From an optimization exercise on the open Yosys and OpenROAD flow, aimed at a short achievable clock period and few clock cycles; shortcuts taken in it are not production practice. At most, simulation tests tie the RTL to the original design; equivalence was not proved. No functional check of the RTL was part of run 2.

--- design/flow/run.sh ---
#!/bin/bash
# synth_recipe.tcl (not shown) runs the flow's synth.tcl, then flattens the netlist and writes it again
# the make line also repeats each setting of config.mk as NAME=value (left out here)
make -C /OpenROAD-flow-scripts/flow DESIGN_CONFIG=/design/flow/config.mk WORK_HOME=/design/flow/orfs CLKGATE_MAP_FILE= SYNTH_SCRIPT=/design/flow/synth_recipe.tcl finish
--- design/flow/config.mk ---
export PLATFORM = sky130hd
export DESIGN_NAME = sc_cpu
export DESIGN_NICKNAME = sc_cpu
export VERILOG_FILES = /design/flow/design.v
export SDC_FILE = /design/flow/constraint.sdc
export NUM_CORES = 4
export LEC_CHECK = 0
export CAP_MARGIN = 20
export CORE_MARGIN = 2
export CORE_UTILIZATION = 40
export SLEW_MARGIN = 20
--- design/flow/constraint.sdc ---
create_clock -name core_clock -period 135.0 [get_ports {clk}]
set_input_delay 27.0000 -clock core_clock [delete_from_list [all_inputs] [get_ports {clk}]]
set_output_delay 27.0000 -clock core_clock [all_outputs]
set_load 0.01 [all_outputs]
--- design/flow/design.v ---
module MUX(input [31:0]a,input [31:0]b, input crl,output [31:0]c);
reg [31:0]temp;
always @(*)
begin 
 if(crl==0)
 temp=a;
 else
 temp=b;
end
assign c=temp;
endmodule
module MUXfour(input [31:0]a,input [31:0]b, input crl,output [4:0]c);
reg  [4:0] temp1;
reg  [4:0] temp2;
reg  [4:0] temp;
always @(*)
begin 
 temp1 [4:0] =a[20:16];
 temp2 [4:0] =b[15:11];
 if(crl==0)
 temp=temp1;
 else
 temp=temp2;
end
assign c=temp;
endmodule
module SHL2(input [31:0] a,input [31:0] pcn, output[31:0]b); 
reg [31:0] an;
always@(*)
begin
 an[25:0]=a[25:0];
 an[31:26]=pcn[31:26];
end
 assign b=an;
endmodule
module sixteentodou(input [31:0]a,output [31:0]b);
reg [31:0]ac;
integer i;
always @(a)
begin
ac[15:0]=a[15:0];
if (a[15]==0)
 for (i=16;i<=31;i=i+1)
  ac[i]=0;
else
 for (i=16;i<=31;i=i+1)
  ac[i]=1;
end
assign b=ac;
endmodule
module alu(
        input [31:0] a,         
        input [31:0] b,         
        input [5:0] aluc,     
        output [31:0] r,     
        output zero,
        output carry,
        output negative,
        output overflow);
    parameter Addu    =    4'b0000;     
    parameter Add    =    4'b0010;     
    parameter Subu    =    4'b0001;     
    parameter Sub    =    4'b0011;     
    parameter And    =    4'b0100;     
    parameter Or    =    4'b0101;     
    parameter Xor    =    4'b0110;     
    parameter Nor    =    4'b0111;     
    parameter Lui1    =    4'b1000;     
    parameter Lui2    =    4'b1001;     
    parameter Slt    =    4'b1011;     
    parameter Sltu    =    4'b1010;     
    parameter Sra    =    4'b1100;     
    parameter Sll    =    4'b1110;     
    parameter Srl    =    4'b1101;     
    parameter Divu   = 6'b010000;     
    parameter Multu   = 6'b010001;     
    parameter bits=31;
    parameter ENABLE=1,DISABLE=0;
    reg [32:0] result;
    wire signed [31:0] sa=a,sb=b;
    always@(*)begin
        case(aluc)
            Addu: begin
                result=a+b;
            end
            Subu: begin
                result=a-b;
            end
            Add: begin
                result=sa+sb;
            end
            Sub: begin
                result=sa-sb;
            end
            Sra: begin
                if(a==0) {result[31:0],result[32]}={b,1'b0};
                else {result[31:0],result[32]}=sb>>>(a-1);
            end
            Srl: begin
                if(a==0) {result[31:0],result[32]}={b,1'b0};
                else {result[31:0],result[32]}=b>>(a-1);
            end
            Sll: begin
                result=b<<a;
            end
            And: begin
                result=a&b;
            end
            Or: begin
                result=a|b;
            end
            Xor: begin
                result=a^b;
            end
            Nor: begin
                result=~(a|b);
            end
            Sltu: begin
                result=a<b?1:0;
            end
            Slt: begin
                result=sa<sb?1:0;
            end
            Lui1,Lui2: result = {b[15:0], 16'b0};
            Divu:begin 
                 result=(b==0)?33'h0ffffffff:a/b;
            end 
            Multu:begin 
                 result=a*b;   
            end
            default:
                result=a+b;
        endcase
    end
    assign r=result[31:0];
    assign carry = result[32]; 
    assign zero=(a==b)?1:0;
    assign negative=result[31];
    assign overflow=result[32];
endmodule
module RF(
        input clk,
        input we,
        input [4:0] raddr1,
        input [4:0] raddr2,
        input [4:0] waddr,
        input [31:0] wdata,
        output [31:0] rdata1,
        output [31:0] rdata2
        );
    reg [31:0] data [0:31];
    reg [31:0] a1,a2;
    always@(posedge clk) 
    begin
            if(we) data[waddr]<=wdata;
    end
    always@(*)
    begin
    a1=data[raddr1];
    a2=data[raddr2];
    end
    assign rdata1=a1;
    assign rdata2=a2;
endmodule
module CU(input [31:0] c,output regdst,output jump,output regwr,output bne,output branch,output memtoreg,output [5:0]aluop,output memwr,output memrd,output alusrc);
    parameter    
                ADDU    =   6'b100001, 
                SUBU    =   6'b100011,
                ADD     =   6'b100000,
                SUB     =   6'b100010,
                AND     =   6'b100100,
                OR      =   6'b100101,
                XOR     =   6'b100110,
                NOR     =   6'b100111,
                SLT     =   6'b101010,
                SLTU    =   6'b101011,
                SRL     =   6'b000010,
                SRA     =   6'b000011,
                SLL     =   6'b000000,
                SLLV    =   6'b000100,
                SRLV    =   6'b000110,
                SRAV    =   6'b000111,
                JR      =   6'b001000,
                JALR    =   6'b001001,
                MULT    =    6'b011000,
                MULTU   =   6'b011001,
                DIV     =   6'b011010,
                DIVU    =   6'b011011,
                MFHI    =   6'b010000,
                MFLO    =   6'b010010,
                MTHI    =   6'b010001,
                MTLO    =   6'b010011,
                BREAK   =   6'b001101,
                SYSCALL =   6'b001100,
                TEQ     =   6'b110100,
                CLZ        =   6'b100000,
                MUL        =   6'b000010,
                BLTZ    =   5'b00000,
                BGEZ    =   5'b00001,
                ERET    =   6'b011000,   
                MFC0    =   5'b00000,    
                MTC0    =   5'b00100,
                ADDI    =   6'b001000,
                ADDIU   =   6'b001001,
                ANDI    =   6'b001100,
                ORI     =   6'b001101,
                XORI    =   6'b001110,
                LW      =   6'b100011,
                SW      =   6'b101011,
                BEQ     =   6'b000100,
                BNE     =   6'b000101,
                BLEZ    =   6'b000110,
                BGTZ    =   6'b000111,
                SLTI    =   6'b001010,
                SLTIU   =   6'b001011,
                LUI     =   6'b001111,
                J       =   6'b000010,
                JAL     =   6'b000011,
                LB      =   6'b100000, 
                LBU     =   6'b100100, 
                LH      =   6'b100001, 
                LHU     =   6'b100101, 
                SB      =   6'b101000, 
                SH      =   6'b101001, 
                SPECIAL =   6'b000000,
                SPECIAL2=    6'b011100,
                REGIMM  =   6'b000001,
                COP0    =   6'b010000; 
    parameter   _ADDU   =   4'b0000;     
    parameter   _ADD    =   4'b0010;     
    parameter   _SUBU   =   4'b0001;     
    parameter   _SUB    =   4'b0011;     
    parameter   _AND    =   4'b0100;     
    parameter   _OR     =   4'b0101;     
    parameter   _XOR    =   4'b0110;     
    parameter   _NOR    =   4'b0111;     
    parameter   _LUI    =   4'b1000;     
    parameter   _SLT    =   4'b1011;     
    parameter   _SLTU   =   4'b1010;     
    parameter   _SRA    =   4'b1100;     
    parameter   _SLL    =   4'b1110;     
    parameter   _SRL    =   4'b1101;     
    parameter   _DIVU   = 6'b010000;
    parameter   _MULTU   = 6'b010001;
    parameter    _SYSCALL=   4'b1000,
                _BREAK    =   4'b1001,
                _TEQ    =   4'b1101;
reg c1,c2,c3,c4,c5,c6,c8,c9,c14;
reg[5:0]c7;
reg [5:0]o;
reg [5:0]mo,suanshu;
   always @(*)
   begin
   suanshu=0;
   o[5:0]=c[31:26];
   mo[5:0]=c[5:0];
   if(o==0)
   begin
      o=mo;
      suanshu=1;
   end
   c14=0;
   c1=0;c2=0;c3=0;c4=0;c5=0;c6=0;c7=0;c8=0;c9=0;
if(suanshu==0)
begin
c14=0;
   case(o)
LW:begin c1=0; c3=1;c4=1;c5=1;c6=0;c8=1;c9=0;c2=0;c7=_ADD;end 
SW,SB,SH:begin c1=1; c3=0;c4=1;c5=0;c6=1;c8=1;c9=0;c2=0;c7=_ADD;end 
BEQ:begin c1=0; c3=0;c4=0;c5=0;c6=0;c8=1;c9=1;c2=0;c7=_SUB;end
BNE:begin c1=0; c3=0;c4=0;c5=0;c6=0;c8=1;c9=0;c2=0;c7=_SUB;c14=1;end
J:begin c1=0; c3=0;c4=1;c5=0;c6=0;c8=1;c9=0;c2=1;c7=_ADD;end
ADDI:begin c1=0; c3=1;c4=1;c5=0;c6=0;c8=0;c9=0;c2=0;c7=_ADD;end
ANDI:begin c1=0; c3=1;c4=1;c5=0;c6=0;c8=0;c9=0;c2=0;c7=_AND;end
ORI:begin c1=0; c3=1;c4=1;c5=0;c6=0;c8=0;c9=0;c2=0;c7=_OR;end
XORI:begin c1=0; c3=1;c4=1;c5=0;c6=0;c8=0;c9=0;c2=0;c7=_XOR;end
SLTI:begin c1=0; c3=1;c4=1;c5=0;c6=0;c8=0;c9=0;c2=0;c7=_SLT;end
SLTIU:begin c1=0; c3=1;c4=1;c5=0;c6=0;c8=0;c9=0;c2=0;c7=_SLTU;end
ADDIU:begin c1=0; c3=1;c4=1;c5=0;c6=0;c8=0;c9=0;c2=0;c7=_ADDU;end
   endcase
end
else
begin
c14=0;
   case(o)
ADD:begin c1=1; c3=1;c4=0;c5=0;c6=0;c8=0;c9=0;c2=0;c7=_ADD;end
ADDU:begin c1=1; c3=1;c4=0;c5=0;c6=0;c8=0;c9=0;c2=0;c7=_ADDU;end
SUB:begin c1=1; c3=1;c4=0;c5=0;c6=0;c8=0;c9=0;c2=0;c7=_SUB;end
AND:begin c1=1; c3=1;c4=0;c5=0;c6=0;c8=0;c9=0;c2=0;c7=_AND;end
OR:begin c1=1; c3=1;c4=0;c5=0;c6=0;c8=0;c9=0;c2=0;c7=_OR;end
SLT:begin c1=1; c3=1;c4=0;c5=0;c6=0;c8=0;c9=0;c2=0;c7=_SLT;end
XOR:begin c1=1; c3=1;c4=0;c5=0;c6=0;c8=0;c9=0;c2=0;c7=_XOR;end 
NOR:begin c1=1; c3=1;c4=0;c5=0;c6=0;c8=0;c9=0;c2=0;c7=_NOR;end
SLTU:begin c1=1; c3=1;c4=0;c5=0;c6=0;c8=0;c9=0;c2=0;c7=_SLTU;end
SUBU:begin c1=1; c3=1;c4=0;c5=0;c6=0;c8=0;c9=0;c2=0;c7=_SUBU;end
SRAV:begin c1=1; c3=1;c4=0;c5=0;c6=0;c8=0;c9=0;c2=0;c7=_SRA;end
SLLV:begin c1=1; c3=1;c4=0;c5=0;c6=0;c8=0;c9=0;c2=0;c7=_SLL;end
SRLV:begin c1=1; c3=1;c4=0;c5=0;c6=0;c8=0;c9=0;c2=0;c7=_SRL;end
DIVU:begin c1=1; c3=1;c4=0;c5=0;c6=0;c8=0;c9=0;c2=0;c7=_DIVU;end
MULTU:begin c1=1; c3=1;c4=0;c5=0;c6=0;c8=0;c9=0;c2=0;c7=_MULTU;end
   endcase
end
   end
assign regdst=c1;
assign jump=c2;
assign regwr=c3;
assign alusrc=c4;
assign memrd=c5;
assign memwr=c6;
assign aluop=c7;
assign memtoreg=c8;
assign branch=c9;
assign bne=c14;
endmodule
module pca(
    input clk, 
    input rst, 
    input [31:0] data_in,
    output [31:0] data_out
    );
    reg [31:0] data;
    always @(posedge clk) begin
        if(rst) data<=32'h00000000;         
        else begin
             data<=data_in;         
        end
    end
    assign data_out    =   data;
endmodule
module sc_cpu(
    input         clk,
    input         rst,
    output [31:0] imem_addr,
    input  [31:0] imem_rdata,
    output [31:0] dmem_addr,
    output [31:0] dmem_wdata,
    output        dmem_we,
    output [3:0]  dmem_be,
    input  [31:0] dmem_rdata
    );
localparam K   = 8;              
localparam NCH = (32 + K - 1) / K;
reg        valid;                
reg [31:0] ir;                   
reg [31:0] pc1;                  
reg [31:0] opa, opb;             
reg [31:0] rf [0:31];
wire [5:0]  op  = ir[31:26];
wire [5:0]  fn  = ir[5:0];
wire [31:0] imm = {{16{ir[15]}}, ir[15:0]};
wire        rty = (op == 6'b000000);
wire f_add  = rty & (fn == 6'b100000 | fn == 6'b100001);
wire f_sub  = rty & (fn == 6'b100010 | fn == 6'b100011);
wire f_and  = rty & (fn == 6'b100100);
wire f_or   = rty & (fn == 6'b100101);
wire f_xor  = rty & (fn == 6'b100110);
wire f_nor  = rty & (fn == 6'b100111);
wire f_slt  = rty & (fn == 6'b101010);
wire f_sltu = rty & (fn == 6'b101011);
wire f_sllv = rty & (fn == 6'b000100);
wire f_srlv = rty & (fn == 6'b000110);
wire f_srav = rty & (fn == 6'b000111);
wire f_mul  = rty & (fn == 6'b011001);
wire f_div  = rty & (fn == 6'b011011);
wire i_add  = (op == 6'b001000 | op == 6'b001001);
wire i_and  = (op == 6'b001100);
wire i_or   = (op == 6'b001101);
wire i_xor  = (op == 6'b001110);
wire i_slt  = (op == 6'b001010);
wire i_sltu = (op == 6'b001011);
wire i_lw   = (op == 6'b100011);
wire i_sw   = (op == 6'b101011);
wire i_sb   = (op == 6'b101000);
wire i_sh   = (op == 6'b101001);
wire i_beq  = (op == 6'b000100);
wire i_bne  = (op == 6'b000101);
wire i_j    = (op == 6'b000010);
wire r_wr = f_add | f_sub | f_and | f_or | f_xor | f_nor | f_slt | f_sltu |
            f_sllv | f_srlv | f_srav | f_mul | f_div;
wire i_wr = i_add | i_and | i_or | i_xor | i_slt | i_sltu | i_lw;
wire [31:0] bsel = rty ? opb : imm;
wire [31:0] sum  = opa + bsel;
wire [31:0] dif  = opa - opb;
wire        lt_s = {~opa[31], opa[30:0]} < {~bsel[31], bsel[30:0]};
wire        lt_u = opa < bsel;
wire        big  = |opa[31:5];
wire [31:0] shl  = big ? 32'd0 : (opb << opa[4:0]);
wire [31:0] shr  = big ? 32'd0 : (opb >> opa[4:0]);
wire signed [31:0] sopb = opb;
wire [31:0] sra0 = sopb >>> opa[4:0];
wire [31:0] sra  = big ? {32{opb[31]}} : sra0;
wire [31:0] prod = opa * opb;
wire [31:0] quo;
wire [31:0] alu =
      ({32{f_add | i_add}}   & sum)
    | ({32{f_sub}}           & dif)
    | ({32{f_and | i_and}}   & (opa & bsel))
    | ({32{f_or  | i_or}}    & (opa | bsel))
    | ({32{f_xor | i_xor}}   & (opa ^ bsel))
    | ({32{f_nor}}           & ~(opa | bsel))
    | ({32{f_slt | i_slt}}   & {31'd0, lt_s})
    | ({32{f_sltu | i_sltu}} & {31'd0, lt_u})
    | ({32{f_sllv}}          & shl)
    | ({32{f_srlv}}          & shr)
    | ({32{f_srav}}          & sra)
    | ({32{f_mul}}           & prod)
    | ({32{f_div}}           & quo);
reg           dbusy;             
reg [31:0]    drem;              
reg [31:0]    dq;                
reg [31:0]    dnum;              
reg [2:0]     dch;               
reg [31:0]    opb_d_r;           
wire [31:0]   opb_d = dbusy ? opb_d_r : opb;
reg [NCH-1:0] dz;                
reg [2:0]     dtop;              
reg [31:0]    d_rem0;            
reg [K-1:0]   d_bits;            
reg [2:0]     d_c;               
reg [31:0]    d_rem;             
reg [K-1:0]   d_qb;              
reg [32:0]    d_t, d_s;
integer       c, i;
always @* begin
    for (c = 0; c < NCH; c = c + 1)
        dz[c] = ({32'd0, opa} >> (c * K)) < {32'd0, opb};
    dtop = 3'd0;
    for (c = 0; c < NCH; c = c + 1)
        if (!dz[c]) dtop = c;
    if (dbusy) begin
        d_c    = dch;
        d_rem0 = drem;
        d_bits = {64'd0, dnum} >> (dch * K);
    end else begin
        d_c    = dtop;
        d_rem0 = {32'd0, opa} >> ((dtop + 1) * K);
        d_bits = {64'd0, opa} >> (dtop * K);
    end
    d_rem = d_rem0;
    for (i = K - 1; i >= 0; i = i - 1) begin
        d_t = {d_rem, d_bits[i]};
        d_s = d_t - {1'b0, opb_d};
        d_qb[i] = ~d_s[32];
        d_rem = d_s[32] ? d_t[31:0] : d_s[31:0];
    end
end
wire [31:0] d_q    = ((dbusy ? dq : 32'd0) << K) | d_qb;
wire        d_zero = (opb == 32'd0);
wire        d_done = dbusy ? (dch == 3'd0) : (d_zero | dz[0] | (dtop == 3'd0));
assign quo = dbusy ? d_q : d_zero ? 32'hFFFFFFFF : dz[0] ? 32'd0 : d_q;
wire stall = valid & f_div & ~d_done;
always @(posedge clk) begin
    if (rst) begin
        dbusy <= 1'b0;
    end else if (stall) begin
        dbusy   <= 1'b1;
        drem    <= d_rem;
        dq      <= d_q;
        dch     <= d_c - 3'd1;
        if (!dbusy) begin
            dnum    <= opa;
            opb_d_r <= opb;
        end
    end else begin
        dbusy <= 1'b0;
    end
end
wire        eq    = (opa == opb);
wire        take  = valid & ((i_beq & eq) | (i_bne & ~eq));
wire        jump  = valid & i_j;
wire [31:0] npc   = jump ? {pc1[31:26], ir[25:0]} : take ? (pc1 + imm) : pc1;
assign imem_addr = npc;
assign dmem_addr  = opa + imm;
assign dmem_wdata = opb;
assign dmem_we    = valid & (i_sw | i_sb | i_sh);
assign dmem_be    = i_sb ? 4'b0001 : i_sh ? 4'b0011 : 4'b1111;
wire        wen   = valid & (r_wr | i_wr) & ~stall;
wire [4:0]  wa    = rty ? ir[15:11] : ir[20:16];
wire [31:0] wdata = i_lw ? dmem_rdata : alu;
always @(posedge clk)
    if (wen) rf[wa] <= wdata;
wire [4:0] nrs = imem_rdata[25:21];
wire [4:0] nrt = imem_rdata[20:16];
always @(posedge clk) begin
    if (rst) begin
        valid <= 1'b0;
        pc1   <= 32'd0;
    end else if (!stall) begin
        valid <= 1'b1;
        pc1   <= npc + 32'd1;
    end
    if (!stall) begin
        ir  <= imem_rdata;
        opa <= (wen && wa == nrs) ? wdata : rf[nrs];
        opb <= (wen && wa == nrt) ? wdata : rf[nrt];
    end
end
endmodule
==> impl_metrics.csv, run 1 <==
group,metric,value,unit
timing,finalSetupViolCount,0,
logic_synthesis,yosys.area.top_type_share,36.1,%
cells_and_area,area_delta_synth_final,10.5,%
logic_synthesis,yosysTopAreaCell,"edfxtp_1",
timing,rsz0062_at_grt,"no",
worst_setup_path,cpMostUsedCell,"a21oi_1",
floorplanning,die_h,513,um
placement,place_ws,97.91,ns
timing,period_needed,37.79,ns
timing,relSlewSlack,10.3,%
worst_setup_path,worstPathRequired,135.50,ns
run_status,outcome,"finished clean",
timing,finalCritPeriodShare,28.0,%
cts,clk_pin_slew,0.07,ns
logic_synthesis,synth_area_leaders,"edfxtp_1 (36%), mux4_2 (14%), fa_1 (8.1%), ha_1 (7.9%), inv_1 (3.1%)",
placement,hpwl,284000,um
global_route,grt_usage,30.2,%
worst_setup_path,r2r_cells,139,
logic_synthesis,syn-instance-count,9028,
worst_setup_path,arrival,38.29,ns
cts,cts_tree,"yes",
logic_synthesis,async_flop_share,0,%
cts,cts_max_level,4,
placement,dp.cells,12400,
timing,worst-slew-pin-transition,1.33,ns
floorplanning,fp.dieW,513,um
placement,port_buffers,165,
timing,max_freq,0.0265,GHz
worst_setup_path,crit_type,"flop to flop",
cells_and_area,fin_nets,10300,
cells_and_area,finish.instance_area,114000,um2
floorplanning,io_pins,167,
worst_setup_path,critPathMaxStageDelay,0.86,ns
logic_synthesis,ys_warn_count,1,
routing,drc,0,
global_route,grt_pass1_vias,78500,
logic_synthesis,netlist_area,103000,um2
worst_setup_path,path_max_fanout,40,
cts,post-cts-setup-buffers,0,
cts,cts-root-buf,"clkbuf_16",
floorplanning,row_count,186,
cts,cts_buffers,137,
min_path,hp-class,"flop to flop",
cells_and_area,final_common_cell,"edfxtp_1",
floorplanning,core_area,257000,um2
cts,cts_hold_buf,0,
timing,setup_tns,0,ns
placement,place_area,110000,um2
cells_and_area,drive_gt1_share,16.4,%
cts,cts_buffer_depth,3,
timing,hold_viol,0,
placement,gp_congestion,1.03,
cts,cts_resized,0,
floorplanning,initial_core_util,40.3,%
timing,hold_slack,0.486,ns
global_route,grt_pass1_wl,572000,um
floorplanning,dieArea,263000,um2
routing,avgViaCountPerCell,6.25,
routing,totalWireLength,403000,um
timing,finClkSkew,0.0589,ns
routing,firstDrtPassIters,9,
routing,wl_per_cell,32.0,um
logic_synthesis,seq_area_frac_synth,36.7,%
min_path,min_path_cells,2,
global_route,grt_max_degree,122,
worst_setup_path,critPathLaunchType,"flop",
logic_synthesis,ys_ff_latch,1277,
cells_and_area,stdcell_count,12600,
routing,first_iter_violations,9741,
routing,ant_nets,0,
timing,drv_slew,0,
worst_setup_path,cp-end-kind,"flop",
global_route,gr-total-overflow,0,
cells_and_area,final_cell_mix,"edfxtp_1 (1243), inv_1 (845), nand2_1 (814), mux4_2 (662), ha_1 (654)",
cells_and_area,nFillCells,23500,
logic_synthesis,synth_edf_count,1243,
logic_synthesis,avgSynthCellArea,11.5,um2
cts,clk_latency,0.83,ns
worst_setup_path,cp_slowest_cell,"nor2b_2",
logic_synthesis,synthFlopType,"edfxtp_1",
timing,fin_ws,97.21,ns
cells_and_area,fin_util,44.5,%
cts,cts.sinks,1277,
global_route,antenna_found_initial,36,
logic_synthesis,synth_cell_types,104,
routing,num_vias,78900,
run,drv_cap,0,
## synth_stat cells, types with 26 or more instances
cell and instances:
and2_1 69, a21boi_0 72, nand3_1 102, o22ai_1 33
inv_1 847, buf_1 96, o21a_1 70, nor3_1 120
mux4_2 662, o21ai_0 395, a21oi_1 444, nand4_1 35
a31oi_1 46, a21o_1 200, mux2_4 41, o21bai_1 48
nor4_1 38, nor2b_1 53, mux2_2 210, a211oi_1 84
a221oi_1 36, xnor2_1 305, mux2i_1 140, and3_1 45
nand2_1 815, dfxtp_1 34, fa_1 420, nor2_1 659
o211ai_1 37, edfxtp_1 1243, xor2_1 102, ha_1 654
clkbuf_1 373, or3_1 48, nand2b_1 66, or2_2 26
## worst max-delay path, delay by kind of cell (launching register included)
kind	cells	cell delay (ns)
compound gates	82	19.49
simple gates	24	5.67
buf+inv	14	4.73
fa+ha+maj	10	3.48
mux	7	2.90
xor+xnor	2	0.65
flops	1	0.32
## layer usage
layer	wire length (um)	share of wire (%)	vias up	global-route usage (%)
met5	64	0.016	-	0
met4	25200	6.2	10	16.4
met3	35200	8.7	896	5.11
met2	182000	45	4149	47.2
met1	161000	40	40400	40.2
li1	-	-	33500	-
## path summary, 6_finish.rpt
kind	startpoint	endpoint	slack (ns)
worst max register to register	opb[2]	rf[11][0]	97.21
worst max-delay path	opb[2]	rf[11][0]	97.21
worst min-delay path	pc1[28]	pc1[28]	0.49
worst min register to register	pc1[28]	pc1[28]	0.49
## logic make-up (layout without fill, tap and decap cells)
group	after synthesis	count (layout)	share of synthesized area, %
AOI/OAI and AO/OA	1748	1748	11.0
xor gates and xnor gates	410	410	3.51
adders and majority gates	1074	1074	16.0
buffers and inverters	1339	1534	4.92
DFF	1277	1277	36.7
muxes	1058	1058	18.7
other	1	9	0.00362
and+or+nand+nor	2121	2121	9.08
## registers in the layout, summed over array words and instances, names as in the netlist
register  cells
dq           24
opb          32
pc1          32
dbusy         1
valid         1
opa          32
opb_d_r      32
drem         32
dch           3
rf         1024
dnum         32
ir           32
## final cells by class
cell class / instances / area, um2 / area share [%]
Multi-Input combinational cell: 6412 / 60800 / 53.2
Sequential cell: 1277 / 38000 / 33.2
Tap cell: 3384 / 4230 / 3.70
Timing Repair Buffer: 433 / 3700 / 3.23
Clock buffer: 166 / 3580 / 3.13
Inverter: 859 / 3230 / 2.82
Clock inverter: 76 / 793 / 0.694
Antenna cell: 8 / 20.0 / 0.0175
Testbench counts, summed over its fixed seeds: cycles 17,415.
==> run 2, diff against run 1 <==
--- a/design/flow/design.v
+++ b/design/flow/design.v
@@ -338,161 +338,33 @@
     output [3:0]  dmem_be,
     input  [31:0] dmem_rdata
     );
-localparam K   = 8;              
-localparam NCH = (32 + K - 1) / K;
-reg        valid;                
-reg [31:0] ir;                   
-reg [31:0] pc1;                  
-reg [31:0] opa, opb;             
-reg [31:0] rf [0:31];
-wire [5:0]  op  = ir[31:26];
-wire [5:0]  fn  = ir[5:0];
-wire [31:0] imm = {{16{ir[15]}}, ir[15:0]};
-wire        rty = (op == 6'b000000);
-wire f_add  = rty & (fn == 6'b100000 | fn == 6'b100001);
-wire f_sub  = rty & (fn == 6'b100010 | fn == 6'b100011);
-wire f_and  = rty & (fn == 6'b100100);
-wire f_or   = rty & (fn == 6'b100101);
-wire f_xor  = rty & (fn == 6'b100110);
-wire f_nor  = rty & (fn == 6'b100111);
-wire f_slt  = rty & (fn == 6'b101010);
-wire f_sltu = rty & (fn == 6'b101011);
-wire f_sllv = rty & (fn == 6'b000100);
-wire f_srlv = rty & (fn == 6'b000110);
-wire f_srav = rty & (fn == 6'b000111);
-wire f_mul  = rty & (fn == 6'b011001);
-wire f_div  = rty & (fn == 6'b011011);
-wire i_add  = (op == 6'b001000 | op == 6'b001001);
-wire i_and  = (op == 6'b001100);
-wire i_or   = (op == 6'b001101);
-wire i_xor  = (op == 6'b001110);
-wire i_slt  = (op == 6'b001010);
-wire i_sltu = (op == 6'b001011);
-wire i_lw   = (op == 6'b100011);
-wire i_sw   = (op == 6'b101011);
-wire i_sb   = (op == 6'b101000);
-wire i_sh   = (op == 6'b101001);
-wire i_beq  = (op == 6'b000100);
-wire i_bne  = (op == 6'b000101);
-wire i_j    = (op == 6'b000010);
-wire r_wr = f_add | f_sub | f_and | f_or | f_xor | f_nor | f_slt | f_sltu |
-            f_sllv | f_srlv | f_srav | f_mul | f_div;
-wire i_wr = i_add | i_and | i_or | i_xor | i_slt | i_sltu | i_lw;
-wire [31:0] bsel = rty ? opb : imm;
-wire [31:0] sum  = opa + bsel;
-wire [31:0] dif  = opa - opb;
-wire        lt_s = {~opa[31], opa[30:0]} < {~bsel[31], bsel[30:0]};
-wire        lt_u = opa < bsel;
-wire        big  = |opa[31:5];
-wire [31:0] shl  = big ? 32'd0 : (opb << opa[4:0]);
-wire [31:0] shr  = big ? 32'd0 : (opb >> opa[4:0]);
-wire signed [31:0] sopb = opb;
-wire [31:0] sra0 = sopb >>> opa[4:0];
-wire [31:0] sra  = big ? {32{opb[31]}} : sra0;
-wire [31:0] prod = opa * opb;
-wire [31:0] quo;
-wire [31:0] alu =
-      ({32{f_add | i_add}}   & sum)
-    | ({32{f_sub}}           & dif)
-    | ({32{f_and | i_and}}   & (opa & bsel))
-    | ({32{f_or  | i_or}}    & (opa | bsel))
-    | ({32{f_xor | i_xor}}   & (opa ^ bsel))
-    | ({32{f_nor}}           & ~(opa | bsel))
-    | ({32{f_slt | i_slt}}   & {31'd0, lt_s})
-    | ({32{f_sltu | i_sltu}} & {31'd0, lt_u})
-    | ({32{f_sllv}}          & shl)
-    | ({32{f_srlv}}          & shr)
-    | ({32{f_srav}}          & sra)
-    | ({32{f_mul}}           & prod)
-    | ({32{f_div}}           & quo);
-reg           dbusy;             
-reg [31:0]    drem;              
-reg [31:0]    dq;                
-reg [31:0]    dnum;              
-reg [2:0]     dch;               
-reg [31:0]    opb_d_r;           
-wire [31:0]   opb_d = dbusy ? opb_d_r : opb;
-reg [NCH-1:0] dz;                
-reg [2:0]     dtop;              
-reg [31:0]    d_rem0;            
-reg [K-1:0]   d_bits;            
-reg [2:0]     d_c;               
-reg [31:0]    d_rem;             
-reg [K-1:0]   d_qb;              
-reg [32:0]    d_t, d_s;
-integer       c, i;
-always @* begin
-    for (c = 0; c < NCH; c = c + 1)
-        dz[c] = ({32'd0, opa} >> (c * K)) < {32'd0, opb};
-    dtop = 3'd0;
-    for (c = 0; c < NCH; c = c + 1)
-        if (!dz[c]) dtop = c;
-    if (dbusy) begin
-        d_c    = dch;
-        d_rem0 = drem;
-        d_bits = {64'd0, dnum} >> (dch * K);
-    end else begin
-        d_c    = dtop;
-        d_rem0 = {32'd0, opa} >> ((dtop + 1) * K);
-        d_bits = {64'd0, opa} >> (dtop * K);
-    end
-    d_rem = d_rem0;
-    for (i = K - 1; i >= 0; i = i - 1) begin
-        d_t = {d_rem, d_bits[i]};
-        d_s = d_t - {1'b0, opb_d};
-        d_qb[i] = ~d_s[32];
-        d_rem = d_s[32] ? d_t[31:0] : d_s[31:0];
-    end
-end
-wire [31:0] d_q    = ((dbusy ? dq : 32'd0) << K) | d_qb;
-wire        d_zero = (opb == 32'd0);
-wire        d_done = dbusy ? (dch == 3'd0) : (d_zero | dz[0] | (dtop == 3'd0));
-assign quo = dbusy ? d_q : d_zero ? 32'hFFFFFFFF : dz[0] ? 32'd0 : d_q;
-wire stall = valid & f_div & ~d_done;
-always @(posedge clk) begin
-    if (rst) begin
-        dbusy <= 1'b0;
-    end else if (stall) begin
-        dbusy   <= 1'b1;
-        drem    <= d_rem;
-        dq      <= d_q;
-        dch     <= d_c - 3'd1;
-        if (!dbusy) begin
-            dnum    <= opa;
-            opb_d_r <= opb;
-        end
-    end else begin
-        dbusy <= 1'b0;
-    end
-end
-wire        eq    = (opa == opb);
-wire        take  = valid & ((i_beq & eq) | (i_bne & ~eq));
-wire        jump  = valid & i_j;
-wire [31:0] npc   = jump ? {pc1[31:26], ir[25:0]} : take ? (pc1 + imm) : pc1;
-assign imem_addr = npc;
-assign dmem_addr  = opa + imm;
-assign dmem_wdata = opb;
-assign dmem_we    = valid & (i_sw | i_sb | i_sh);
-assign dmem_be    = i_sb ? 4'b0001 : i_sh ? 4'b0011 : 4'b1111;
-wire        wen   = valid & (r_wr | i_wr) & ~stall;
-wire [4:0]  wa    = rty ? ir[15:11] : ir[20:16];
-wire [31:0] wdata = i_lw ? dmem_rdata : alu;
-always @(posedge clk)
-    if (wen) rf[wa] <= wdata;
-wire [4:0] nrs = imem_rdata[25:21];
-wire [4:0] nrt = imem_rdata[20:16];
-always @(posedge clk) begin
-    if (rst) begin
-        valid <= 1'b0;
-        pc1   <= 32'd0;
-    end else if (!stall) begin
-        valid <= 1'b1;
-        pc1   <= npc + 32'd1;
-    end
-    if (!stall) begin
-        ir  <= imem_rdata;
-        opa <= (wen && wa == nrs) ? wdata : rf[nrs];
-        opb <= (wen && wa == nrt) ? wdata : rf[nrt];
-    end
-end
+wire [31:0] s1,s2,s3,s4,s5,s7,s9,s10,s11,s12,s13,s14,s15,s16;
+wire [4:0] s6;
+wire [5:0] c7;
+wire c1,c2,c3,c4,c5,c6,c8,c9,c10,c11,c12,c13,c14,c15;
+assign c11=c9&c10;
+assign c12=~c10;
+assign c13=c14&c12;
+assign c15=c11|c13;
+assign imem_addr=s1;
+assign s4=imem_rdata;
+assign dmem_addr=s14;
+assign dmem_wdata=s10;
+assign dmem_we=c6;
+assign dmem_be=(s4[31:26]==6'b101000)?4'b0001:
+               (s4[31:26]==6'b101001)?4'b0011:4'b1111;
+assign s15=dmem_rdata;
+pca pc1(.clk(clk),.rst(rst),.data_in(s2),.data_out(s1));
+alu alu1(.a(32'd1),.b(s1),.r(s3),.aluc(6'd0));
+alu alu2(.a(s3),.b(s5),.r(s9),.aluc(6'd0));
+alu alu3(.a(s11),.b(s13),.aluc(c7),.r(s14),.zero(c10));
+sixteentodou se1(.a(s4),.b(s5));
+MUXfour mux1(.a(s4),.b(s4),.crl(c1),.c(s6));
+MUX     mux2(.a(s10),.b(s5),.crl(c4),.c(s13));
+MUX     mux3(.a(s14),.b(s15),.crl(c8),.c(s12));
+MUX     mux4(.a(s3),.b(s9),.crl(c15),.c(s16));
+MUX     mux5(.a(s16),.b(s7),.crl(c2),.c(s2));
+SHL2    shl(.a(s4),.b(s7),.pcn(s3));
+RF   rf(.we(c3),.raddr1(s4[25:21]),.raddr2(s4[20:16]),.waddr(s6),.wdata(s12),.rdata1(s11),.rdata2(s10),.clk(clk));
+CU   cu(.c(s4),.regdst(c1),.jump(c2),.regwr(c3),.alusrc(c4),.memrd(c5),.memwr(c6),.aluop(c7),.memtoreg(c8),.branch(c9),.bne(c14));
 endmodule
==> run 2 against run 1 <==
Net effect: still clean; global-route usage rose by 9.0 points; via count up 37%; utilization increased by 2.2 points; synthesized area up 9.0%; non-clock buffer count is 942 higher; cell count grew 31%; routed wire length grew 43%; worst hold slack better by 0.20 ns; final area rose by 14%; critical path type is now input pin to output port; largest cell class unchanged.
==> impl_metrics.csv, run 2 <==
group,metric,value,unit
floorplanning,initial_core_util,40.3,%
cells_and_area,stdcell_count,16500,
worst_setup_path,path_max_fanout,36,
placement,port_buffers,165,
timing,worst-slew-pin-transition,1.33,ns
logic_synthesis,avgSynthCellArea,9.55,um2
logic_synthesis,ys_ff_latch,1056,
logic_synthesis,synth_edf_count,1024,
run_status,outcome,"finished clean",
worst_setup_path,critPathLaunchType,"input pin",
timing,hold_viol,0,
routing,wl_per_cell,35.0,um
cells_and_area,regMostFlops,"rf.data",
global_route,grt_pass1_vias,106000,
logic_synthesis,async_flop_share,0,%
floorplanning,io_pins,167,
timing,finalCritPeriodShare,97.3,%
worst_setup_path,arrival,104.42,ns
timing,period_needed,131.42,ns
logic_synthesis,netlist_area,113000,um2
global_route,grt_usage,39.2,%
placement,gp_congestion,1.08,
cells_and_area,final_common_cell,"buf_4",
logic_synthesis,syn-instance-count,11800,
routing,ant_nets,0,
global_route,antenna_found_initial,50,
worst_setup_path,cp_slowest_cell,"nand3_1",
timing,finClkSkew,0.0431,ns
cts,cts_buffer_depth,3,
floorplanning,fp.dieW,535,um
cts,clk_latency,0.74,ns
logic_synthesis,yosysTopAreaCell,"edfxtp_1",
cts,cts-root-buf,"clkbuf_16",
logic_synthesis,seq_area_frac_synth,27.8,%
routing,num_vias,108000,
timing,hold_slack,0.689,ns
cells_and_area,drive_gt1_share,19.2,%
run,drv_cap,0,
timing,relSlewSlack,10.7,%
logic_synthesis,synth_most_common_cell,"nand2_1",
worst_setup_path,critPathMaxStageDelay,0.76,ns
timing,setup_tns,0,ns
floorplanning,die_h,535,um
cts,cts_max_level,3,
cells_and_area,largest_registers,"rf.data x1024, pc1.data x32",
cells_and_area,area_delta_synth_final,16.0,%
cts,cts_buffers,92,
global_route,grt_max_degree,80,
worst_setup_path,worstPathRequired,108.00,ns
routing,drc,0,
cells_and_area,largest_reg_flops,1024,
logic_synthesis,ys_warn_count,8,
routing,totalWireLength,577000,um
logic_synthesis,synth_cell_types,130,
global_route,gr-total-overflow,0,
cts,cts_tree,"yes",
placement,place_area,126000,um2
routing,firstDrtPassIters,8,
min_path,hp-class,"flop to flop",
routing,first_iter_violations,12700,
cells_and_area,fin_nets,14000,
global_route,grt_pass1_wl,800000,um
logic_synthesis,yosys.area.top_type_share,27.3,%
floorplanning,core_area,280000,um2
timing,drv_slew,0,
floorplanning,row_count,194,
logic_synthesis,synth_area_leaders,"edfxtp_1 (27%), ha_1 (9.4%), fa_1 (7.3%), mux4_2 (6.9%), mux2i_1 (4.9%)",
logic_synthesis,synth_common_cells,"nand2_1 (1137), nor2_1 (1049), edfxtp_1 (1024)",
timing,finalSetupViolCount,0,
worst_setup_path,cp-end-kind,"output port",
cells_and_area,finish.instance_area,131000,um2
timing,max_freq,0.00761,GHz
floorplanning,dieArea,286000,um2
cts,cts.sinks,1056,
cts,clk_pin_slew,0.07,ns
placement,hpwl,429000,um
worst_setup_path,crit_type,"input pin to output port",
routing,avgViaCountPerCell,6.54,
placement,dp.cells,16200,
logic_synthesis,synthFlopType,"edfxtp_1",
cells_and_area,final_cell_mix,"buf_4 (1174), nand2_1 (1131), edfxtp_1 (1024), nor2_1 (991), ha_1 (841)",
cells_and_area,nFillCells,26300,
worst_setup_path,cpMostUsedCell,"ha_1",
==> run 2: cell types whose count changed after synthesis, sizes merged, moves of 140 or more <==
cell / previous run / this run
mux4: 662 / 376
buf: 107 / 298
o21a: 70 / 221
mux2i: 141 / 554
nand3: 103 / 309
nor3: 120 / 391
nand2: 815 / 1140
ha: 654 / 845
nor2: 659 / 1051
a22oi: 7 / 147
o21ai: 407 / 571
a21oi: 445 / 586
edfxtp: 1243 / 1024
==> run 2: through the flow <==
step / utilization (%) / setup slack, ns
6_report: 46.7 / 3.58
5_1_grt: 46.7 / -0.530
4_1_cts: 46.1 / 0.00355
3_5_place_dp: 45.0 / -1.13
3_3_place_gp: 44.9 / 0.334
2_1_floorplan: - / 0.0653
==> run 2: per-layer routing <==
| metal | global-route usage [%] | wire [um] |
|---|---|---|
| met3 | 7.88 | 55300 |
| met5 | 0 | 213 |
| met2 | 62.0 | 258000 |
| met1 | 46.4 | 207000 |
| met4 | 31.6 | 56200 |
==> run 2: cells by family (layout without fill, tap and decap cells) <==
family                   Yosys count  after routing  share of synthesized area (%)
AO/OA/AOI/OAI                   2694           2694                           16.1
buffers and inverters           1410           2346                           5.33
XOR/XNOR                         576            576                           4.47
flip-flops                      1056           1056                           27.8
adder cells (fa/ha/maj)         1257           1257                           16.7
AND/OR/NAND/NOR                 3681           3681                           15.1
multiplexers                    1130           1130                           14.5
other                              1             27                        0.00333
==> run 2: cell type report <==
cell class,count,area (um2),area share [%]
Timing Repair Buffer,1375,11100,8.50
Clock buffer,100,2350,1.80
Multi-Input combinational cell,9339,77400,59.2
Tap cell,3724,4660,3.56
Antenna cell,26,65.1,0.0497
Sequential cell,1056,31400,24.0
Clock inverter,72,832,0.636
Inverter,799,3000,2.29
==> run 2: repair_timing <==
item | in CTS | in global routing
setup buffers | 7 | 53
pin swaps | 3 | 102
setup endpoints to repair | 1 | 3
hold buffers | 0 | 0
gates cloned | 0 | 2
resized for setup | 26 | 275
==> run 2: worst paths after layout <==
check	start	endpoint	slack [ns]	cells after the start
setup / recovery	imem_rdata[17]	dmem_addr[0]	3.58	380
hold / removal	pc1.data[0]	pc1.data[0]	0.69	3
setup reg to reg	rf.data[27][0]	rf.data[30][0]	56.75	383
hold reg to reg	pc1.data[0]	pc1.data[0]	0.69	3
==> run 2: critical path: cells and delay by family <==
kind / cells / cell delay (ns)
AND/OR/NAND/NOR: 90 / 15.68
buffers and inverters: 39 / 6.60
adder cells (fa/ha/maj): 32 / 9.49
multiplexers: 9 / 2.83
AO/OA/AOI/OAI: 210 / 42.62
==> run 3, diff against run 2 <==
--- a/design/flow/design.v
+++ b/design/flow/design.v
@@ -338,33 +338,312 @@
     output [3:0]  dmem_be,
     input  [31:0] dmem_rdata
     );
-wire [31:0] s1,s2,s3,s4,s5,s7,s9,s10,s11,s12,s13,s14,s15,s16;
-wire [4:0] s6;
-wire [5:0] c7;
-wire c1,c2,c3,c4,c5,c6,c8,c9,c10,c11,c12,c13,c14,c15;
-assign c11=c9&c10;
-assign c12=~c10;
-assign c13=c14&c12;
-assign c15=c11|c13;
-assign imem_addr=s1;
-assign s4=imem_rdata;
-assign dmem_addr=s14;
-assign dmem_wdata=s10;
-assign dmem_we=c6;
-assign dmem_be=(s4[31:26]==6'b101000)?4'b0001:
-               (s4[31:26]==6'b101001)?4'b0011:4'b1111;
-assign s15=dmem_rdata;
-pca pc1(.clk(clk),.rst(rst),.data_in(s2),.data_out(s1));
-alu alu1(.a(32'd1),.b(s1),.r(s3),.aluc(6'd0));
-alu alu2(.a(s3),.b(s5),.r(s9),.aluc(6'd0));
-alu alu3(.a(s11),.b(s13),.aluc(c7),.r(s14),.zero(c10));
-sixteentodou se1(.a(s4),.b(s5));
-MUXfour mux1(.a(s4),.b(s4),.crl(c1),.c(s6));
-MUX     mux2(.a(s10),.b(s5),.crl(c4),.c(s13));
-MUX     mux3(.a(s14),.b(s15),.crl(c8),.c(s12));
-MUX     mux4(.a(s3),.b(s9),.crl(c15),.c(s16));
-MUX     mux5(.a(s16),.b(s7),.crl(c2),.c(s2));
-SHL2    shl(.a(s4),.b(s7),.pcn(s3));
-RF   rf(.we(c3),.raddr1(s4[25:21]),.raddr2(s4[20:16]),.waddr(s6),.wdata(s12),.rdata1(s11),.rdata2(s10),.clk(clk));
-CU   cu(.c(s4),.regdst(c1),.jump(c2),.regwr(c3),.alusrc(c4),.memrd(c5),.memwr(c6),.aluop(c7),.memtoreg(c8),.branch(c9),.bne(c14));
+localparam K = 7;                
+reg          valid;              
+reg [31:0]   ir;                 
+reg [31:0]   opa, opb;           
+reg [31:0]   aeq, ane;           
+reg [1023:0] rf;                 
+reg          mwe;                
+reg          mld;                
+reg [4:0]    mrt;                
+reg [31:0]   ma;                 
+reg [31:0]   mwd;                
+reg [3:0]    mbe;                
+reg        dpend;                
+reg [4:0]  pd;                   
+reg [31:0] drem;                 
+reg [31:0] dq;                   
+reg [31:0] dnum;                 
+reg [31:0] dden;                 
+reg [2:0]  dch;                  
+genvar g;
+generate for (g = 0; g < 4; g = g + 1) begin : g_npc
+    cpu_npc u_npc(.a(opa), .b(opb), .aeq(aeq[g*8 +: 8]), .ane(ane[g*8 +: 8]),
+        .npc(imem_addr[g*8 +: 8]));
+end endgenerate
+assign dmem_addr  = ma;
+assign dmem_wdata = mwd;
+assign dmem_we    = mwe;
+assign dmem_be    = mbe;
+wire [5:0]  op  = ir[31:26];
+wire [5:0]  fn  = ir[5:0];
+wire        rty = (op == 6'b000000);
+wire f_div  = rty & (fn == 6'b011011);
+wire i_lw   = (op == 6'b100011);
+wire i_sw   = (op == 6'b101011);
+wire i_sb   = (op == 6'b101000);
+wire i_sh   = (op == 6'b101001);
+wire        regwr;
+wire [31:0] alu;
+wire        d_zero, d_small;
+wire [2:0]  d_top;
+wire [31:0] d_rem0;
+cpu_divstart #(.K(K)) u_dst(.a(opa), .b(opb), .zero(d_zero), .lt(d_small),
+    .top(d_top), .rem0(d_rem0));
+cpu_alu u_alu(.ir(ir), .opa(opa), .opb(opb), .quo({32{d_zero}}), .regwr(regwr), .r(alu));
+wire        ddisp = valid & f_div & ~d_zero & ~d_small;    
+wire [4:0]  wa    = rty ? ir[15:11] : ir[20:16];
+wire        wen   = valid & regwr & ~i_lw & ~ddisp;
+wire [31:0] addr;
+cpu_agen u_agen(.a(opa), .imm(ir[15:0]), .addr(addr));
+always @(posedge clk) begin
+    if (rst) begin
+        mwe <= 1'b0;
+        mld <= 1'b0;
+    end else begin
+        mwe <= valid & (i_sw | i_sb | i_sh);
+        mld <= valid & i_lw;
+    end
+    mrt <= ir[20:16];
+    ma  <= addr;
+    mwd <= opb;
+    mbe <= i_sb ? 4'b0001 : i_sh ? 4'b0011 : 4'b1111;
+end
+wire [63:0]  dbits = {32'd0, dnum} >> (dch * K);
+wire [31:0]  e_rem;
+wire [K-1:0] e_qb;
+cpu_divsteps #(.K(K)) u_steps(.rem0(drem), .bits(dbits[K-1:0]), .den(dden), .rem(e_rem), .qb(e_qb));
+wire [63:0]  e_qs  = {32'd0, dq} << K;
+wire [31:0]  e_q   = e_qs[31:0] | {{(32-K){1'b0}}, e_qb};
+wire         dwr   = dpend & (dch == 3'd0);
+always @(posedge clk) begin
+    if (rst)
+        dpend <= 1'b0;
+    else if (ddisp)
+        dpend <= 1'b1;
+    else if (dwr)
+        dpend <= 1'b0;
+    if (ddisp) begin
+        dnum <= opa;
+        dden <= opb;
+        drem <= d_rem0;
+        dq   <= 32'd0;
+        dch  <= d_top;
+        pd   <= wa;
+    end else begin
+        drem <= e_rem;
+        dq   <= e_q;
+        dch  <= dch - 3'd1;
+    end
+end
+reg [1023:0] rfx;                
+integer      j;
+always @* begin
+    for (j = 0; j < 32; j = j + 1)
+        if (mld && mrt == j && !(wen && wa == j))
+            rfx[j*32 +: 32] = dmem_rdata;
+        else if (wen && wa == j)
+            rfx[j*32 +: 32] = alu;
+        else if (dwr && pd == j)
+            rfx[j*32 +: 32] = e_q;
+        else
+            rfx[j*32 +: 32] = rf[j*32 +: 32];
+end
+always @(posedge clk)
+    rf <= rfx;
+wire [31:0] opa_n, opb_n, aeq_n, ane_n;
+cpu_rfread u_rda(.sel(imem_rdata[25:21]), .rfv(rfx), .q(opa_n));
+cpu_rfread u_rdb(.sel(imem_rdata[20:16]), .rfv(rfx), .q(opb_n));
+cpu_pre u_pre(.ins(imem_rdata), .pc1(imem_addr + 32'd1), .aeq(aeq_n), .ane(ane_n));
+wire [4:0]  nrs    = imem_rdata[25:21];
+wire [4:0]  nrt    = imem_rdata[20:16];
+wire        dbusy  = (dpend & ~dwr) | ddisp;
+wire [4:0]  dreg   = ddisp ? wa : pd;
+wire        dwait  = dbusy & ((nrs == dreg) | (nrt == dreg) | (imem_rdata[15:11] == dreg) |
+                              (imem_rdata[31:26] == 6'b000000 & imem_rdata[5:0] == 6'b011011));
+wire [5:0]  nop    = imem_rdata[31:26];
+wire        nrdt   = (nop == 6'b000000) | (nop == 6'b000100) | (nop == 6'b000101) |
+                     (nop == 6'b101011) | (nop == 6'b101000) | (nop == 6'b101001);
+wire        lwait  = valid & i_lw & ((nrs == ir[20:16]) | (nrdt & nrt == ir[20:16]));
+wire        replay = dwait | lwait;
+always @(posedge clk) begin
+    if (rst) begin
+        valid <= 1'b0;
+        aeq   <= 32'd0;
+        ane   <= 32'd0;
+    end else if (replay) begin
+        valid <= 1'b0;
+        aeq   <= imem_addr;
+        ane   <= imem_addr;
+    end else begin
+        valid <= 1'b1;
+        aeq   <= aeq_n;
+        ane   <= ane_n;
+    end
+    ir  <= imem_rdata;
+    opa <= opa_n;
+    opb <= opb_n;
+end
+endmodule
+module cpu_npc(
+    input  [31:0] a,
+    input  [31:0] b,
+    input  [7:0]  aeq,
+    input  [7:0]  ane,
+    output [7:0]  npc
+    );
+assign npc = (a == b) ? aeq : ane;
+endmodule
+module cpu_agen(
+    input  [31:0] a,
+    input  [15:0] imm,
+    output [31:0] addr
+    );
+assign addr = a + {{16{imm[15]}}, imm};
+endmodule
+module cpu_pre(
+    input  [31:0] ins,
+    input  [31:0] pc1,
+    output [31:0] aeq,
+    output [31:0] ane
+    );
+wire [5:0]  op   = ins[31:26];
+wire [31:0] imm  = {{16{ins[15]}}, ins[15:0]};
+wire [31:0] nt   = (op == 6'b000010) ? {pc1[31:26], ins[25:0]} : pc1;
+wire [31:0] bt   = pc1 + imm;
+assign aeq  = (op == 6'b000100) ? bt : nt;
+assign ane  = (op == 6'b000101) ? bt : nt;
+endmodule
+module cpu_rfread(
+    input  [4:0]    sel,
+    input  [1023:0] rfv,
+    output [31:0]   q
+    );
+wire [31:0] hot;
+cpu_dec5 u_dec(.sel(sel), .hot(hot));
+genvar b, x;
+generate for (b = 0; b < 32; b = b + 1) begin : g_bit
+    wire [31:0] col;
+    for (x = 0; x < 32; x = x + 1) begin : g_reg
+        assign col[x] = rfv[x*32 + b];
+    end
+    cpu_andor32 u_ao(.en(hot), .d(col), .q(q[b]));
+end endgenerate
+endmodule
+module cpu_dec5(
+    input  [4:0]  sel,
+    output [31:0] hot
+    );
+assign hot = 32'd1 << sel;
+endmodule
+module cpu_andor32(
+    input  [31:0] en,
+    input  [31:0] d,
+    output        q
+    );
+assign q = |(en & d);
+endmodule
+module cpu_alu(
+    input  [31:0] ir,
+    input  [31:0] opa,
+    input  [31:0] opb,
+    input  [31:0] quo,
+    output        regwr,
+    output [31:0] r
+    );
+wire [5:0]  op  = ir[31:26];
+wire [5:0]  fn  = ir[5:0];
+wire [31:0] imm = {{16{ir[15]}}, ir[15:0]};
+wire        rty = (op == 6'b000000);
+wire f_add  = rty & (fn == 6'b100000 | fn == 6'b100001);
+wire f_sub  = rty & (fn == 6'b100010 | fn == 6'b100011);
+wire f_and  = rty & (fn == 6'b100100);
+wire f_or   = rty & (fn == 6'b100101);
+wire f_xor  = rty & (fn == 6'b100110);
+wire f_nor  = rty & (fn == 6'b100111);
+wire f_slt  = rty & (fn == 6'b101010);
+wire f_sltu = rty & (fn == 6'b101011);
+wire f_sllv = rty & (fn == 6'b000100);
+wire f_srlv = rty & (fn == 6'b000110);
+wire f_srav = rty & (fn == 6'b000111);
+wire f_mul  = rty & (fn == 6'b011001);
+wire f_div  = rty & (fn == 6'b011011);
+wire i_add  = (op == 6'b001000 | op == 6'b001001);
+wire i_and  = (op == 6'b001100);
+wire i_or   = (op == 6'b001101);
+wire i_xor  = (op == 6'b001110);
+wire i_slt  = (op == 6'b001010);
+wire i_sltu = (op == 6'b001011);
+wire i_lw   = (op == 6'b100011);
+assign regwr = f_add | f_sub | f_and | f_or | f_xor | f_nor | f_slt | f_sltu |
+               f_sllv | f_srlv | f_srav | f_mul | f_div |
+               i_add | i_and | i_or | i_xor | i_slt | i_sltu | i_lw;
+wire [31:0] bsel = rty ? opb : imm;
+wire [31:0] sum  = opa + bsel;
+wire [31:0] dif  = opa - opb;
+wire        lt_s = {~opa[31], opa[30:0]} < {~bsel[31], bsel[30:0]};
+wire        lt_u = opa < bsel;
+wire        big  = |opa[31:5];
+wire signed [31:0] sopb = opb;
+wire [31:0] shl  = big ? 32'd0 : (opb << opa[4:0]);
+wire [31:0] shr  = big ? 32'd0 : (opb >> opa[4:0]);
+wire [31:0] sra0 = sopb >>> opa[4:0];
+wire [31:0] sra  = big ? {32{opb[31]}} : sra0;
+wire [31:0] prod = opa * opb;
+assign r =
+      ({32{f_add | i_add}}   & sum)
+    | ({32{f_sub}}           & dif)
+    | ({32{f_and | i_and}}   & (opa & bsel))
+    | ({32{f_or  | i_or}}    & (opa | bsel))
+    | ({32{f_xor | i_xor}}   & (opa ^ bsel))
+    | ({32{f_nor}}           & ~(opa | bsel))
+    | ({32{f_slt | i_slt}}   & {31'd0, lt_s})
+    | ({32{f_sltu | i_sltu}} & {31'd0, lt_u})
+    | ({32{f_sllv}}          & shl)
+    | ({32{f_srlv}}          & shr)
+    | ({32{f_srav}}          & sra)
+    | ({32{f_mul}}           & prod)
+    | ({32{f_div}}           & quo);
+endmodule
+module cpu_divstart #(parameter K = 8) (
+    input  [31:0] a,
+    input  [31:0] b,
+    output        zero,
+    output        lt,
+    output [2:0]  top,
+    output [31:0] rem0
+    );
+localparam NCH = (32 + K - 1) / K;
+reg [NCH-1:0] z;                 
+reg [2:0]     t;
+reg [63:0]    sh;
+integer       c;
+always @* begin
+    for (c = 0; c < NCH; c = c + 1) begin
+        sh   = {32'd0, a} >> (c * K);
+        z[c] = sh[32:0] < {1'b0, b};
+    end
+    t = 3'd0;
+    for (c = 0; c < NCH; c = c + 1)
+        if (!z[c]) t = c[2:0];
+    sh = {32'd0, a} >> ((t + 1) * K);
+end
+assign zero  = (b == 32'd0);
+assign lt    = z[0];
+assign top   = t;
+assign rem0  = sh[31:0];
+endmodule
+module cpu_divsteps #(parameter K = 8) (
+    input  [31:0]  rem0,
+    input  [K-1:0] bits,
+    input  [31:0]  den,
+    output [31:0]  rem,
+    output [K-1:0] qb
+    );
+reg [31:0]  r;
+reg [K-1:0] q;
+reg [32:0]  t, s;
+integer     i;
+always @* begin
+    r = rem0;
+    for (i = K - 1; i >= 0; i = i - 1) begin
+        t    = {r, bits[i]};
+        s    = t - {1'b0, den};
+        q[i] = ~s[32];
+        r    = s[32] ? t[31:0] : s[31:0];
+    end
+end
+assign rem = r;
+assign qb  = q;
 endmodule
==> design/flow/flow/run.sh (new file) <==
#!/bin/bash
# The standard layout (standard.sh) with three changes to how it is made:
# - ORFS's timing repair is asked for 106 ns of setup slack, so it works on
#   every path longer than 29 ns (the constraints and clock period stay
#   the standard flow's);
# - repair may swap a cell for one of another footprint;
# - every port gets a buf_8 as its buffer.
set -o pipefail
bash standard.sh SETUP_SLACK_MARGIN=106 MATCH_CELL_FOOTPRINT=0 \
    "BUFFER_PORTS_ARGS=-buffer_cell sky130_fd_sc_hd__buf_8" finish > standard.log 2>&1
==> design/flow/standard.sh (new file) <==
#!/bin/bash
# synth_recipe.tcl (not shown) runs the flow's synth.tcl, then flattens the netlist and writes it again
# the make line also repeats each setting of config.mk as NAME=value (left out here)
make -C /OpenROAD-flow-scripts/flow DESIGN_CONFIG=/design/flow/config.mk WORK_HOME=/design/flow/orfs CLKGATE_MAP_FILE= SYNTH_SCRIPT=/design/flow/synth_recipe.tcl "${@:-finish}"
--- a/design/flow/config.mk
+++ b/design/flow/config.mk
@@ -5,7 +5,8 @@
 export SDC_FILE = /design/flow/constraint.sdc
 export NUM_CORES = 4
 export LEC_CHECK = 0
-export CAP_MARGIN = 20
+export CAP_MARGIN = 25
 export CORE_MARGIN = 2
 export CORE_UTILIZATION = 40
-export SLEW_MARGIN = 20
+export SLEW_MARGIN = 30
+export SYNTH_HIERARCHICAL = 1
removed: design/flow/run.sh
==> run 3 against run 2 <==
Net effect: routed wire length up 7.8%; flip-flop and latch count up 327; worst setup slack better by 100 ns; synthesized cell count up 32%; die area up 12%; largest cell class unchanged.
==> impl_metrics.csv, run 3 <==
group,metric,value,unit
worst_setup_path,critPathMaxStageDelay,0.55,ns
floorplanning,die_h,565,um
logic_synthesis,syn-instance-count,15600,
logic_synthesis,ys_warn_count,9,
run,drv_cap,0,
cts,cts_buffer_depth,4,
cts,cts-root-buf,"clkbuf_16",
routing,avgViaCountPerCell,6.58,
floorplanning,row_count,206,
cells_and_area,fin_nets,16400,
placement,port_buffers,165,
floorplanning,core_area,314000,um2
routing,firstDrtPassIters,10,
global_route,grt_usage,37.2,%
global_route,grt_max_degree,100,
logic_synthesis,netlist_area,126000,um2
cells_and_area,nFillCells,30900,
cts,cts_hold_buf,0,
worst_setup_path,cp-end-kind,"output port",
timing,finalCritPeriodShare,22.2,%
timing,hold_viol,0,
timing,finClkSkew,0.0936,ns
timing,rsz0062_at_grt,"yes",
floorplanning,dieArea,320000,um2
cells_and_area,area_delta_synth_final,12.4,%
routing,drc,0,
worst_setup_path,r2r_cells,120,
timing,max_freq,0.0333,GHz
cts,cts.sinks,1383,
routing,num_vias,129000,
run_status,outcome,"finished clean",
cts,cts_max_level,4,
floorplanning,initial_core_util,40.1,%
cells_and_area,fin_util,45.1,%
cells_and_area,drive_gt1_share,14.5,%
cells_and_area,regArea,28500,um2
cts,clk_latency,0.90,ns
min_path,hp-class,"flop to flop",
worst_setup_path,path_max_fanout,8,
worst_setup_path,cp_slowest_cell,"dfxtp_4",
global_route,antenna_found_initial,42,
worst_setup_path,worstPathRequired,108.00,ns
timing,drv_slew,0,
cells_and_area,regMostFlops,"rf",
placement,gp_congestion,1.05,
cells_and_area,final_common_cell,"nand2_1",
cells_and_area,final_cell_mix,"nand2_1 (1508), nor2_1 (1416), dfxtp_1 (1263), mux2i_1 (1052), o21ai_0 (1015)",
timing,setup_tns,0,ns
floorplanning,io_pins,167,
global_route,gr-total-overflow,0,
cells_and_area,largest_reg_flops,1024,
worst_setup_path,crit_type,"flop to output port",
global_route,grt_pass1_vias,118000,
placement,hpwl,413000,um
worst_setup_path,arrival,2.99,ns
cts,cts_buffers,169,
routing,wl_per_cell,31.7,um
worst_setup_path,worstPathCellList,"xor2_1 -> nor4_1 -> nand4_1 -> nor2_4 -> buf_12 -> mux2_4 -> buf_8",
timing,worst-slew-pin-transition,1.26,ns
floorplanning,fp.dieW,565,um
min_path,min_path_cells,0,
global_route,grt_pass1_wl,869000,um
worst_setup_path,critPathLaunchType,"flop",
cts,clk_pin_slew,0.06,ns
timing,finalSetupViolCount,0,
cts,cts_tree,"yes",
logic_synthesis,avgSynthCellArea,8.07,um2
timing,period_needed,29.99,ns
cells_and_area,multi_input_area,92200,um2
routing,ant_nets,0,
routing,first_iter_violations,19600,
routing,totalWireLength,622000,um
timing,relSlewSlack,15.6,%
## run 3: critical path, delay by kind of cell (launching register included)
kind / cells / cell delay [ns]
mux: 1 / 0.34
xor+xnor: 1 / 0.12
flops: 1 / 0.55
simple gates: 3 / 0.73
buf+inv: 2 / 0.31
## run 3: final timing paths
| kind | startpoint | to | slack, ns |
|---|---|---|---|
| worst max-delay path | opb[10] | imem_addr[17] | 105.01 |
| worst min-delay path | ir[20] | mrt[4] | 0.45 |
| worst max register to register | dch[0] | opa[0] | 107.61 |
| worst min register to register | ir[20] | mrt[4] | 0.45 |
## run 3: repair_timing
| action | in CTS | in global routing |
|---|---|---|
| gates cloned | 9 | 5 |
| pin swaps | 20 | 40 |
| endpoints found under the setup margin | 105 | 113 |
| gates resized for setup | 198 | 100 |
| buffers inserted | 66 | 59 |
## run 3: per-stage QoR
stage	setup slack (ns)	hold slack (ns)	instances	area, um2
final	105.01	0.449	19600	142000
after global routing	104.99	0.473	19600	142000
after CTS	105.03	0.445	19600	141000
after detailed placement	104.00	0.428	19200	133000
after global placement	104.06	0.433	19200	133000
after floorplan	106.00	0.383	15600	126000
## run 3: final cells by class
type / instances / area share (%)
Inverter: 681 / 1.81
Clock buffer: 238 / 3.44
Sequential cell: 1383 / 20.1
Timing Repair Buffer: 710 / 5.31
Multi-Input combinational cell: 12400 / 65.0
Antenna cell: 21 / 0.0371
Tap cell: 4160 / 3.67
Clock inverter: 68 / 0.643
## run 3: metal layers
layer | track usage (%) | vias to the layer above | routed length (um)
met5 | 0.342 | - | 423
met4 | 25.5 | 34 | 51100
met3 | 11.5 | 2559 | 78500
met2 | 54.3 | 9106 | 253000
met1 | 46.6 | 61800 | 239000
li1 | - | 55800 | -
Testbench counts of run 3, summed over its fixed seeds: cycles 17,379.

## re-timing with driven ports
The results above use ideal ports. As a check the final layouts listed here were re-extracted and re-timed, cells and wires unchanged.
Step 1 assumes that a clkbuf_16 drives the clock port and a buf_2 every other input.
Step 2, shift: input delay + t, output delay - t, t = (earliest + latest rising clock arrival at the registers) / 2. This alone moves slack from input paths to output paths.
Slacks: ideal / step 1 / step 2; pairs: ideal / step 1.
| run | t, ns | setup slack, ns | pins driven straight from the clock port |
|---|---|---|---|
| run 1 | 0.875 | 97.210 / 97.210 / 97.210 | 1 |
| run 2 | 0.782 | 3.580 / 3.547 / 3.547 | 1 |
| run 3 | 0.962 | 105.008 / 104.896 / 104.799 | 1 |
After both steps every run listed still meets setup and hold. For run 3, which loses most, drivers alone change the setup slack by -0.112 ns; drivers and shift together by -0.209 ns.
